What follows belongs to an exercise in optimizing a design on an open flow for small area; a production flow would make more cautious choices. Where RTL was checked, it was by simulation tests only, not by an equivalence proof against the original. No activity file was given, so power comes from the tool's default toggle rates.

before:
Design StepCalculatorDataflow, start of the top module:
module StepCalculatorDataflow (
    input wire clk,
    input wire rst,
    input wire [7:0] hr_input,
    input wire [2:0] steps_per_second,
    input wire [7:0] stride_length,
    input wire valid_input,
    output wire [15:0] total_steps,
    output wire [31:0] total_distance,
    output wire [31:0] distance_per_second,
    output wire [7:0] time_elapsed,
    output wire [1:0] heart_rate_classification,
    output wire [7:0] max_heart_rate,
    output wire [31:0] total_calories,
    output wire [31:0] average_heart_rate,
    output wire [1:0] workout_intensity,
    output wire [15:0] speed
);
Settings: LEC_CHECK=0, CAP_MARGIN=20, CORE_MARGIN=2, CORE_UTILIZATION=75, SLEW_MARGIN=20; clock period 90.0 ns.
standard.sh (not shown) runs the stock make flow with config.mk's settings and CLKGATE_MAP_FILE= SYNTH_SCRIPT=/design/flow/synth_recipe.tcl, a recipe that flattens the netlist after the stock synthesis.
==> flow/flow/run.sh <==
#!/bin/bash
# Standard ORFS layout (the standard.sh) with a few extra ORFS settings
# from flow/extra.mk: smaller port buffers, no CTS dummy loads.
set -euo pipefail
HERE=$(pwd)
{ echo "include $HERE/config.mk"; cat "$HERE/flow/extra.mk"; } > "$HERE/my_config.mk"
sed "s#DESIGN_CONFIG=[^ ]*#DESIGN_CONFIG=$HERE/my_config.mk#" standard.sh > my_standard.sh
bash my_standard.sh > standard.log 2>&1
==> flow/flow/extra.mk <==
export BUFFER_PORTS_ARGS = -buffer_cell sky130_fd_sc_hd__buf_1
export CTS_ARGS = -sink_clustering_enable -repair_clock_nets -dont_use_dummy_load -buf_list sky130_fd_sc_hd__clkbuf_8 -sink_clustering_size 18 -sink_clustering_max_diameter 55
export SKIP_REPAIR_TIE_FANOUT = 1
[inputs] after vs before
==> flow/flow/extra.mk <==
export BUFFER_PORTS_ARGS = -buffer_cell sky130_fd_sc_hd__buf_1
export CTS_ARGS = -sink_clustering_enable -repair_clock_nets -dont_use_dummy_load -buf_list {sky130_fd_sc_hd__clkbuf_4 sky130_fd_sc_hd__clkbuf_8 sky130_fd_sc_hd__clkbuf_16} -sink_clustering_size 20 -sink_clustering_max_diameter 60
export SKIP_REPAIR_TIE_FANOUT = 1
For minimum period implied by the final worst setup slack, before and after come out practically identical. On after: fraction of standard cell area in multi-input logic is 0.37 points lower than what before gave. after vs before on global-route wire length before repair: after is the higher one. Re fraction of the core area covered by cells at the end of the flow: before and after aren't equal, and the higher value belongs to after. after has global-route total usage across every layer above what before had. Comparing before and after, post-route cell area is higher on after. Changes observed in after relative to before: maximum clock frequency was more or less identical; wire length +about 1.7%; register-to-register setup slack now smaller; net load switching power rose about 3%; internal cell power rose 8.9%. after | stages: all done | timing, DRC, antenna: all pass.

## run A
Another version of the RTL of StepCalculatorDataflow (not shown whole).
Size in the first run: ~650 cells after synthesis, roughly 220 flip-flops, roughly 200 I/O pins, ~9300 µm² of cells after synthesis.
==> flow/config.mk <==
export PLATFORM = sky130hd
export DESIGN_NAME = StepCalculatorDataflow
export DESIGN_NICKNAME = StepCalculatorDataflow
export VERILOG_FILES = /design/flow/design.v
export SDC_FILE = /design/flow/constraint.sdc
export NUM_CORES = 4
export LEC_CHECK = 0
export CAP_MARGIN = 20
export CORE_MARGIN = 2
export CORE_UTILIZATION = 40
export SLEW_MARGIN = 20
==> flow/constraint.sdc <==
create_clock -name core_clock -period 90.0 [get_ports {clk}]
set_input_delay 18.0000 -clock core_clock [delete_from_list [all_inputs] [get_ports {clk}]]
set_output_delay 18.0000 -clock core_clock [all_outputs]
set_load 0.01 [all_outputs]
==> flow/flow/extra.mk <==
export BUFFER_PORTS_ARGS = -buffer_cell sky130_fd_sc_hd__buf_1
export CTS_ARGS = -sink_clustering_enable -repair_clock_nets -dont_use_dummy_load -buf_list sky130_fd_sc_hd__clkbuf_16 -sink_clustering_size 20 -sink_clustering_max_diameter 60
export SKIP_REPAIR_TIE_FANOUT = 1
Scripts as last shown in full above: flow/flow/run.sh
Run A reached the end of the flow, and the finished layout is clean on the timing, DRC and antenna checks.
Here is what was changed in the inputs of run B compared with run A.
==> flow/flow/run.sh <==
#!/bin/bash
# Standard layout; keep copies of the inputs for inspection.
cp standard.sh standard_copy.sh.txt
cp config.mk config_copy.mk.txt
bash standard.sh > standard.log 2>&1
removed: flow/flow/extra.mk
--- outcome ---
Between run A and run B, the proportion of final cell area spent on non-clock buffers is lower for run A. Re count of port buffers added during placement: no difference whatsoever between run A and run B. Comparing shortest period the worst path allows for run A and run B, the bigger number came from run B. Looking at setup slack on the worst flop-to-flop path, run B sits below run A. Run B -> run A: largest driver fanout on the critical path delta 0, exact match. Count of multi-input gates in run B is 44 above run A. Power in run B is 18% higher than in run A.
Setup changes, run B to run C
==> flow/flow/run.sh <==
#!/bin/bash
# Standard ORFS layout (the standard.sh) with a few extra ORFS settings
# from flow/extra.mk: smaller port buffers, no CTS dummy loads.
set -euo pipefail
HERE=$(pwd)
{ echo "include $HERE/config.mk"; cat "$HERE/flow/extra.mk"; } > "$HERE/my_config.mk"
sed "s#DESIGN_CONFIG=[^ ]*#DESIGN_CONFIG=$HERE/my_config.mk#" standard.sh > my_standard.sh
bash my_standard.sh > standard.log 2>&1
==> flow/flow/extra.mk (new file) <==
export BUFFER_PORTS_ARGS = -buffer_cell sky130_fd_sc_hd__buf_1
export CTS_ARGS = -sink_clustering_enable -repair_clock_nets -dont_use_dummy_load -buf_list sky130_fd_sc_hd__clkbuf_4
export SKIP_REPAIR_TIE_FANOUT = 1
Notes after the runs:
Taking run B as the reference, in run C power dissipated by switching net loads now smaller; detailed-route wire length on metal 1 now smaller; finished layout cell area now smaller.
Run C ended up with a higher non-clock buffer count than run B did.
Xor and xnor area share after synthesis: run C vs run B identical
Comparing run B against run C, there is no change at all in mapped cell area.
Fmax | run C vs run B | run C faster
Run C vs run B — areal power density over the cells dropped by a little under 10%
Going from run B to run C, number of clock buffer instances in the layout grew by more than 100%.
Between run B and run C, the total placed cells including tap cells is higher for run B.
For run B, the library cell contributing the largest single delay on the critical path was clkdlybuf4s50_1, unlike run C, where it was a31oi_1.
Synthesis-to-layout area growth: run C lower than run B
No functional check of the RTL was part of any run of this note.

== tundra ==
Another version of the RTL of StepCalculatorDataflow (not shown whole).
For scale: about 210 flip-flops, roughly 200 I/O pins.
==> flow/config.mk <==
export PLATFORM = sky130hd
export DESIGN_NAME = StepCalculatorDataflow
export DESIGN_NICKNAME = StepCalculatorDataflow
export VERILOG_FILES = /design/flow/design.v
export SDC_FILE = /design/flow/constraint.sdc
export NUM_CORES = 4
export LEC_CHECK = 0
export CAP_MARGIN = 20
export CORE_MARGIN = 2
export CORE_UTILIZATION = 85
export SLEW_MARGIN = 20
==> flow/constraint.sdc <==
create_clock -name core_clock -period 90.0 [get_ports {clk}]
set_input_delay 18.0000 -clock core_clock [delete_from_list [all_inputs] [get_ports {clk}]]
set_output_delay 18.0000 -clock core_clock [all_outputs]
set_load 0.01 [all_outputs]
==> flow/flow/run.sh <==
#!/bin/bash
# Standard ORFS layout (the standard.sh) with a few extra ORFS settings
# from flow/extra.mk: smaller port buffers, no CTS dummy loads.
set -euo pipefail
HERE=$(pwd)
{ echo "include $HERE/config.mk"; cat "$HERE/flow/extra.mk"; } > "$HERE/my_config.mk"
sed "s#DESIGN_CONFIG=[^ ]*#DESIGN_CONFIG=$HERE/my_config.mk#" standard.sh > my_standard.sh
bash my_standard.sh > standard.log 2>&1
==> flow/flow/extra.mk <==
export BUFFER_PORTS_ARGS = -buffer_cell sky130_fd_sc_hd__buf_1
export CTS_ARGS = -sink_clustering_enable -repair_clock_nets -dont_use_dummy_load -buf_list sky130_fd_sc_hd__clkbuf_8 -sink_clustering_size 18 -sink_clustering_max_diameter 55 -distance_between_buffers 300
export SKIP_REPAIR_TIE_FANOUT = 1
tundra completed every stage of the flow, and the final layout passed the timing, DRC and antenna checks.
### tundra -> amber
Settings: a change of CORE_UTILIZATION from 85 to 90; an added PLACE_DENSITY of 0.9.
==> flow/flow/extra.mk <==
export BUFFER_PORTS_ARGS = -buffer_cell sky130_fd_sc_hd__buf_1
export CTS_ARGS = -sink_clustering_enable -repair_clock_nets -dont_use_dummy_load -buf_list sky130_fd_sc_hd__clkbuf_8 -sink_clustering_size 18 -sink_clustering_max_diameter 55
export SKIP_REPAIR_TIE_FANOUT = 1
- Slowest library cell on the worst path: sky130_fd_sc_hd__a31oi_1 -> amber, sky130_fd_sc_hd__and3b_1 -> tundra
- amber leaves less setup margin than tundra.
- Of amber and tundra, it is amber that has the higher met1 layer usage reported by global route.
- Between amber and tundra, it is amber whose final cell count is lower, by 4.
- amber against tundra: post-layout minimum cycle time moved up, routed length per placed instance moved up, met3 wire length moved up, total global-route track usage moved up.

== JK ==
The RTL this note starts from:
==> flow/design.v <==
module StepCalculatorDataflow (
    input wire clk,
    input wire rst,
    input wire [7:0] hr_input,
    input wire [2:0] steps_per_second,
    input wire [7:0] stride_length,
    input wire valid_input,
    output wire [15:0] total_steps,
    output wire [31:0] total_distance,
    output wire [31:0] distance_per_second,
    output wire [7:0] time_elapsed,
    output wire [1:0] heart_rate_classification,
    output wire [7:0] max_heart_rate,
    output wire [31:0] total_calories,
    output wire [31:0] average_heart_rate,
    output wire [1:0] workout_intensity,
    output wire [15:0] speed
);
    reg [6:0] k;         
    reg z;               
    reg flag;            
    reg clr;             
    wire start = valid_input | z;    
    wire [6:0] k_inc;
    assign k_inc[0] = ~k[0];
    genvar gk;
    generate for (gk = 1; gk < 7; gk = gk + 1) begin : g_inc
        assign k_inc[gk] = k[gk] ^ (&k[gk-1:0]);
    end endgenerate
    wire busy = (k != 7'd0);
    always @(posedge clk)
        k <= start ? 7'd1 : (k_inc & {7{busy}});
    always @(posedge clk or posedge rst) begin
        if (rst) begin
            z <= 1'b1;
            flag <= 1'b0;
        end else begin
            if (start)
                z <= 1'b0;
            if (k == 7'd127 && !clr)
                flag <= 1'b1;
        end
    end
    always @(posedge clk)
        if (start) clr <= ~valid_input;
    wire ph_a  = start | (busy && k[6:5] == 2'd0);
    wire ph_b  = (k[6:5] == 2'd1);
    wire ph_b6 = ph_b && !(k[4:3] == 2'b11 && k[2:1] != 2'b00);    
    wire ph_c  = (k[6:5] == 2'd2);
    wire ph_ts = ph_c && !k[4];
    wire ph_d  = (k[6:5] == 2'd3);
    wire ph_te = ph_d && (k[4:3] == 2'd0);
    wire [4:0] ki = k[4:0];                  
    wire ix0 = (ki == 5'd0);
    reg [7:0] h;         
    reg [2:0] s;         
    always @(posedge clk) begin
        if (valid_input)
            h <= hr_input;
        else
            h <= {h[0], h[7:1]};
        if (valid_input) s <= steps_per_second;
    end
    wire [2:0] s_e = clr ? 3'd0 : s;
    reg [7:0] mx;
    reg gt;
    wire ph_mx  = (k[6:4] == 3'b100);
    wire ph_cmp = (k[6:3] == 4'b1000);
    wire m_b = mx[0] & flag;
    wire h_b = h[1] & ~clr;
    always @(posedge clk) begin
        if (ph_cmp)
            gt <= (h_b & ~m_b) | (~(h_b ^ m_b) & ~ix0 & gt);
        if (ph_mx)
            mx <= {ph_cmp ? mx[0] : (gt ? h_b : m_b), mx[7:1]};
    end
    reg [15:0] ts;
    reg [31:0] td;
    reg [31:0] sum;
    reg [31:0] avg;
    reg [19:0] cal;
    reg [15:0] spd;
    reg [7:0] te;
    reg [7:0] r;
    wire div_first = start | (ph_b & ix0) | (ph_c & ix0);
    wire td_rd  = start ? td[31] : td[{~k[3:0], 1'b1}];
    wire sum_rd = sum[{~k[3:0], 1'b1}];
    wire n_in = ph_a ? td_rd : (ph_c ? sum_rd : avg[31]);
    wire [7:0] dv = ph_b ? 8'd125 : te;
    wire [8:0] x9 = {(div_first ? 8'd0 : r), n_in};
    wire [8:0] b9 = {1'b1, ~dv};
    wire [9:0] dc;
    wire [8:0] df;
    assign dc[0] = ~ph_c;
    genvar gd;
    generate for (gd = 0; gd < 9; gd = gd + 1) begin : g_div
        assign df[gd] = x9[gd] ^ b9[gd] ^ dc[gd];
        assign dc[gd+1] = (x9[gd] & b9[gd]) | (x9[gd] & dc[gd]) | (b9[gd] & dc[gd]);
    end endgenerate
    wire q = dc[9];
    always @(posedge clk)
        r <= q ? df[7:0] : x9[7:0];
    wire spd_ok = flag & (te != 8'd0);
    wire avg_ok = flag & (te != 8'd255);
    reg [7:0] acc;
    reg [3:0] xd;
    reg pb;
    wire a_in = avg[0] & flag & ph_a;
    wire [7:0] m_pp = te & {8{a_in}};
    wire [7:0] m_ac = acc;
    wire [8:0] mc;
    wire [7:0] ms;
    assign mc[0] = 1'b0;
    genvar gm;
    generate for (gm = 0; gm < 8; gm = gm + 1) begin : g_mul
        assign ms[gm] = m_ac[gm] ^ m_pp[gm] ^ mc[gm];
        assign mc[gm+1] = (m_ac[gm] & m_pp[gm]) | (m_ac[gm] & mc[gm]) | (m_pp[gm] & mc[gm]);
    end endgenerate
    wire [8:0] msum = {mc[8], ms};
    wire x_t = msum[0];
    wire x_d = xd[3];
    wire b_e = ~start & pb;      
    wire p_t = x_d ^ x_t ^ b_e;
    wire b_n = (~x_d & (x_t | b_e)) | (x_t & b_e);
    always @(posedge clk) begin
        acc <= msum[8:1];
        xd <= {xd[2:0], x_t};
        pb <= b_n;
    end
    reg cts;
    wire s_bit = (ki == 5'd0) ? s_e[0] : (ki == 5'd1) ? s_e[1] : (ki == 5'd2) ? s_e[2] : 1'b0;
    wire ts_i = ts[0] & flag;
    wire cts_e = ~ix0 & cts;
    wire [1:0] ts_add = {(ts_i & s_bit) | (ts_i & cts_e) | (s_bit & cts_e), ts_i ^ s_bit ^ cts_e};
    always @(posedge clk) begin
        if (ph_ts) ts <= {ts_add[0], ts[15:1]};
        cts <= ts_add[1];
    end
    localparam [31:0] W1_MASK = 32'h000001fe;    
    localparam [31:0] W2_MASK = 32'h000003fc;    
    wire a0 = s_e[0] & cal[17] & (ki[4:3] == 2'd0);
    wire a1 = s_e[1] & cal[18] & W1_MASK[ki];
    wire a2 = s_e[2] & cal[19] & W2_MASK[ki];
    reg [1:0] ctd;
    wire td_i = td[0] & flag;
    wire [1:0] ctd_e = ix0 ? 2'd0 : ctd;
    wire sA = td_i ^ a0 ^ a1;
    wire cA = (td_i & a0) | (td_i & a1) | (a0 & a1);
    wire cB = (sA & a2) | (sA & ctd_e[0]) | (a2 & ctd_e[0]);
    wire [2:0] td_add = {(cA & cB) | (cA & ctd_e[1]) | (cB & ctd_e[1]), cA ^ cB ^ ctd_e[1], sA ^ a2 ^ ctd_e[0]};
    always @(posedge clk) begin
        if (ph_a)
            td <= {td[0], td[31:1]};
        else if (ph_b)
            td <= {td_add[0], td[31:1]};
        ctd <= td_add[2:1];
    end
    always @(posedge clk)
        if (ph_a) spd <= {spd[14:0], q & spd_ok};
    always @(posedge clk) begin
        if (ph_a)
            avg <= {p_t, avg[31:1]};
        else if (ph_b6 || ph_c)
            avg <= {avg[30:0], q & avg_ok};
    end
    always @(posedge clk) begin
        if (valid_input)
            cal[17:10] <= {stride_length[0], stride_length[1], stride_length[2], stride_length[3],
                           stride_length[4], stride_length[5], stride_length[6], stride_length[7]};
        else if (ph_b6)
            cal <= {cal[18:0], q & flag};
    end
    reg csum;
    wire h_bit = h_b & ph_te;
    wire sm_i = sum[0] & flag;
    wire csum_e = ~ix0 & csum;
    wire [1:0] sum_add = {(sm_i & h_bit) | (sm_i & csum_e) | (h_bit & csum_e), sm_i ^ h_bit ^ csum_e};
    always @(posedge clk) begin
        if (ph_c)
            sum <= {sum[0], sum[31:1]};
        else if (ph_d)
            sum <= {sum_add[0], sum[31:1]};
        csum <= sum_add[1];
    end
    reg cte;
    wire cte_e = ix0 | cte;
    always @(posedge clk) begin
        if (ph_te) te <= {flag & (te[0] ^ cte_e), te[7:1]};
        cte <= te[0] & cte_e;
    end
    assign total_steps = ts;
    assign total_distance = td;
    assign distance_per_second = 32'd0;
    assign time_elapsed = te;
    assign max_heart_rate = mx;
    assign total_calories = {12'd0, cal};
    assign average_heart_rate = avg;
    assign speed = spd;
    localparam [255:0] M_HR1 = 256'hffffffffffffffffffffffffff80000000000000000000000000000000000000;    
    localparam [255:0] M_HR2 = 256'hffffffffffffffffffe000000000000000000000000000000000000000000000;    
    localparam [255:0] M_AV1 = 256'hffffffffffffffffffffffffffffffffff000000000000000000000000000000;    
    localparam [255:0] M_AV2 = 256'hfffffffffffffffffffffffe0000000000000000000000000000000000000000;    
    wire hr1 = M_HR1[hr_input];
    wire hr2 = M_HR2[hr_input];
    assign heart_rate_classification = {hr2, hr1 & ~hr2};
    wire av_hi = |avg[31:8];
    wire av1 = av_hi | M_AV1[avg[7:0]];
    wire av2 = av_hi | M_AV2[avg[7:0]];
    assign workout_intensity = {av2, av1 & ~av2};
endmodule
==> flow/config.mk <==
export PLATFORM = sky130hd
export DESIGN_NAME = StepCalculatorDataflow
export DESIGN_NICKNAME = StepCalculatorDataflow
export VERILOG_FILES = /design/flow/design.v
export SDC_FILE = /design/flow/constraint.sdc
export NUM_CORES = 4
export LEC_CHECK = 0
export CAP_MARGIN = 20
export CORE_MARGIN = 2
export CORE_UTILIZATION = 75
export SLEW_MARGIN = 20
==> flow/constraint.sdc <==
create_clock -name core_clock -period 90.0 [get_ports {clk}]
set_input_delay 18.0000 -clock core_clock [delete_from_list [all_inputs] [get_ports {clk}]]
set_output_delay 18.0000 -clock core_clock [all_outputs]
set_load 0.01 [all_outputs]
==> flow/flow/extra.mk <==
export BUFFER_PORTS_ARGS = -buffer_cell sky130_fd_sc_hd__buf_1
export CTS_ARGS = -sink_clustering_enable -repair_clock_nets -dont_use_dummy_load -buf_list sky130_fd_sc_hd__clkbuf_8 -sink_clustering_size 20 -sink_clustering_max_diameter 60
export SKIP_REPAIR_TIE_FANOUT = 1
Scripts as last shown in full above: flow/flow/run.sh
JK: all stages complete, timing, DRC and antenna checks passed
Modified inputs, MS compared to JK
==> flow/flow/extra.mk <==
export BUFFER_PORTS_ARGS = -buffer_cell sky130_fd_sc_hd__buf_1
export CTS_ARGS = -sink_clustering_enable -repair_clock_nets -dont_use_dummy_load -buf_list sky130_fd_sc_hd__clkbuf_16 -sink_clustering_size 28 -sink_clustering_max_diameter 70
export SKIP_REPAIR_TIE_FANOUT = 1
Results
Looking at sum of met2 wire segment lengths after detailed routing across MS and JK, the one that comes out higher is MS. Re synthesis-stage register bit count: no difference whatsoever between MS and JK. From JK to MS the numbers moved as follows: overall via count from detail_route +43, global-route usage went up by 0.81 points, leakage power figure went up, final clock period utilization by the worst path shows no meaningful change, global-route wire length before repair now sits higher. Row design internal power: MS higher / JK lower. MS — power 6.1% higher, JK as reference. On number of non-filler instances in the completed layout, MS and JK are basically level.

[port drivers added, routing unchanged]
The results above use ideal ports. As a check the final layouts listed here were re-extracted and re-timed, cells and wires unchanged.
Step 1 (the two cells are an assumption about what drives the block):
set clk [get_ports {clk}]
set_driving_cell -lib_cell sky130_fd_sc_hd__clkbuf_16 $clk
set_driving_cell -lib_cell sky130_fd_sc_hd__buf_2 [delete_from_list [all_inputs] $clk]
Step 2 moves the port delays by t, midway between the first and last clock arrival at a register: inputs arrive t later, outputs are due t later. That takes back most of the time a late clock gives input paths.
Slacks: ideal / step 1 / step 2; pairs: ideal / step 1.
run	t, ns	setup WS [ns]	hold WS [ns]	worst setup path at the end	worst slew at a driven data input, ns
before	0.510	53.135 / 53.112 / 53.112	0.341 / 0.341 / 0.341	input to output	0.05
after	0.485	53.135 / 53.111 / 53.111	0.328 / 0.328 / 0.328	input to output	0.05
run A	0.528	53.061 / 53.041 / 53.041	0.327 / 0.327 / 0.327	input to output	0.06
run B	0.556	52.343 / 52.321 / 52.321	0.327 / 0.327 / 0.327	input to output	0.05
run C	0.670	53.056 / 53.036 / 53.036	0.328 / 0.328 / 0.328	input to output	0.06
tundra	0.519	53.043 / 53.003 / 53.003	0.338 / 0.338 / 0.338	input to output	0.05
amber	0.526	52.925 / 52.890 / 52.890	0.338 / 0.338 / 0.338	input to output	0.05
JK	0.498	53.123 / 53.100 / 53.100	0.330 / 0.330 / 0.330	input to output	0.05
MS	0.482	53.136 / 53.113 / 53.113	0.338 / 0.338 / 0.338	input to output	0.05
After both steps setup and hold are still met in every run listed. The setup slack of tundra, which loses most, moves by -0.040 ns with the drivers and by -0.040 ns with both steps.
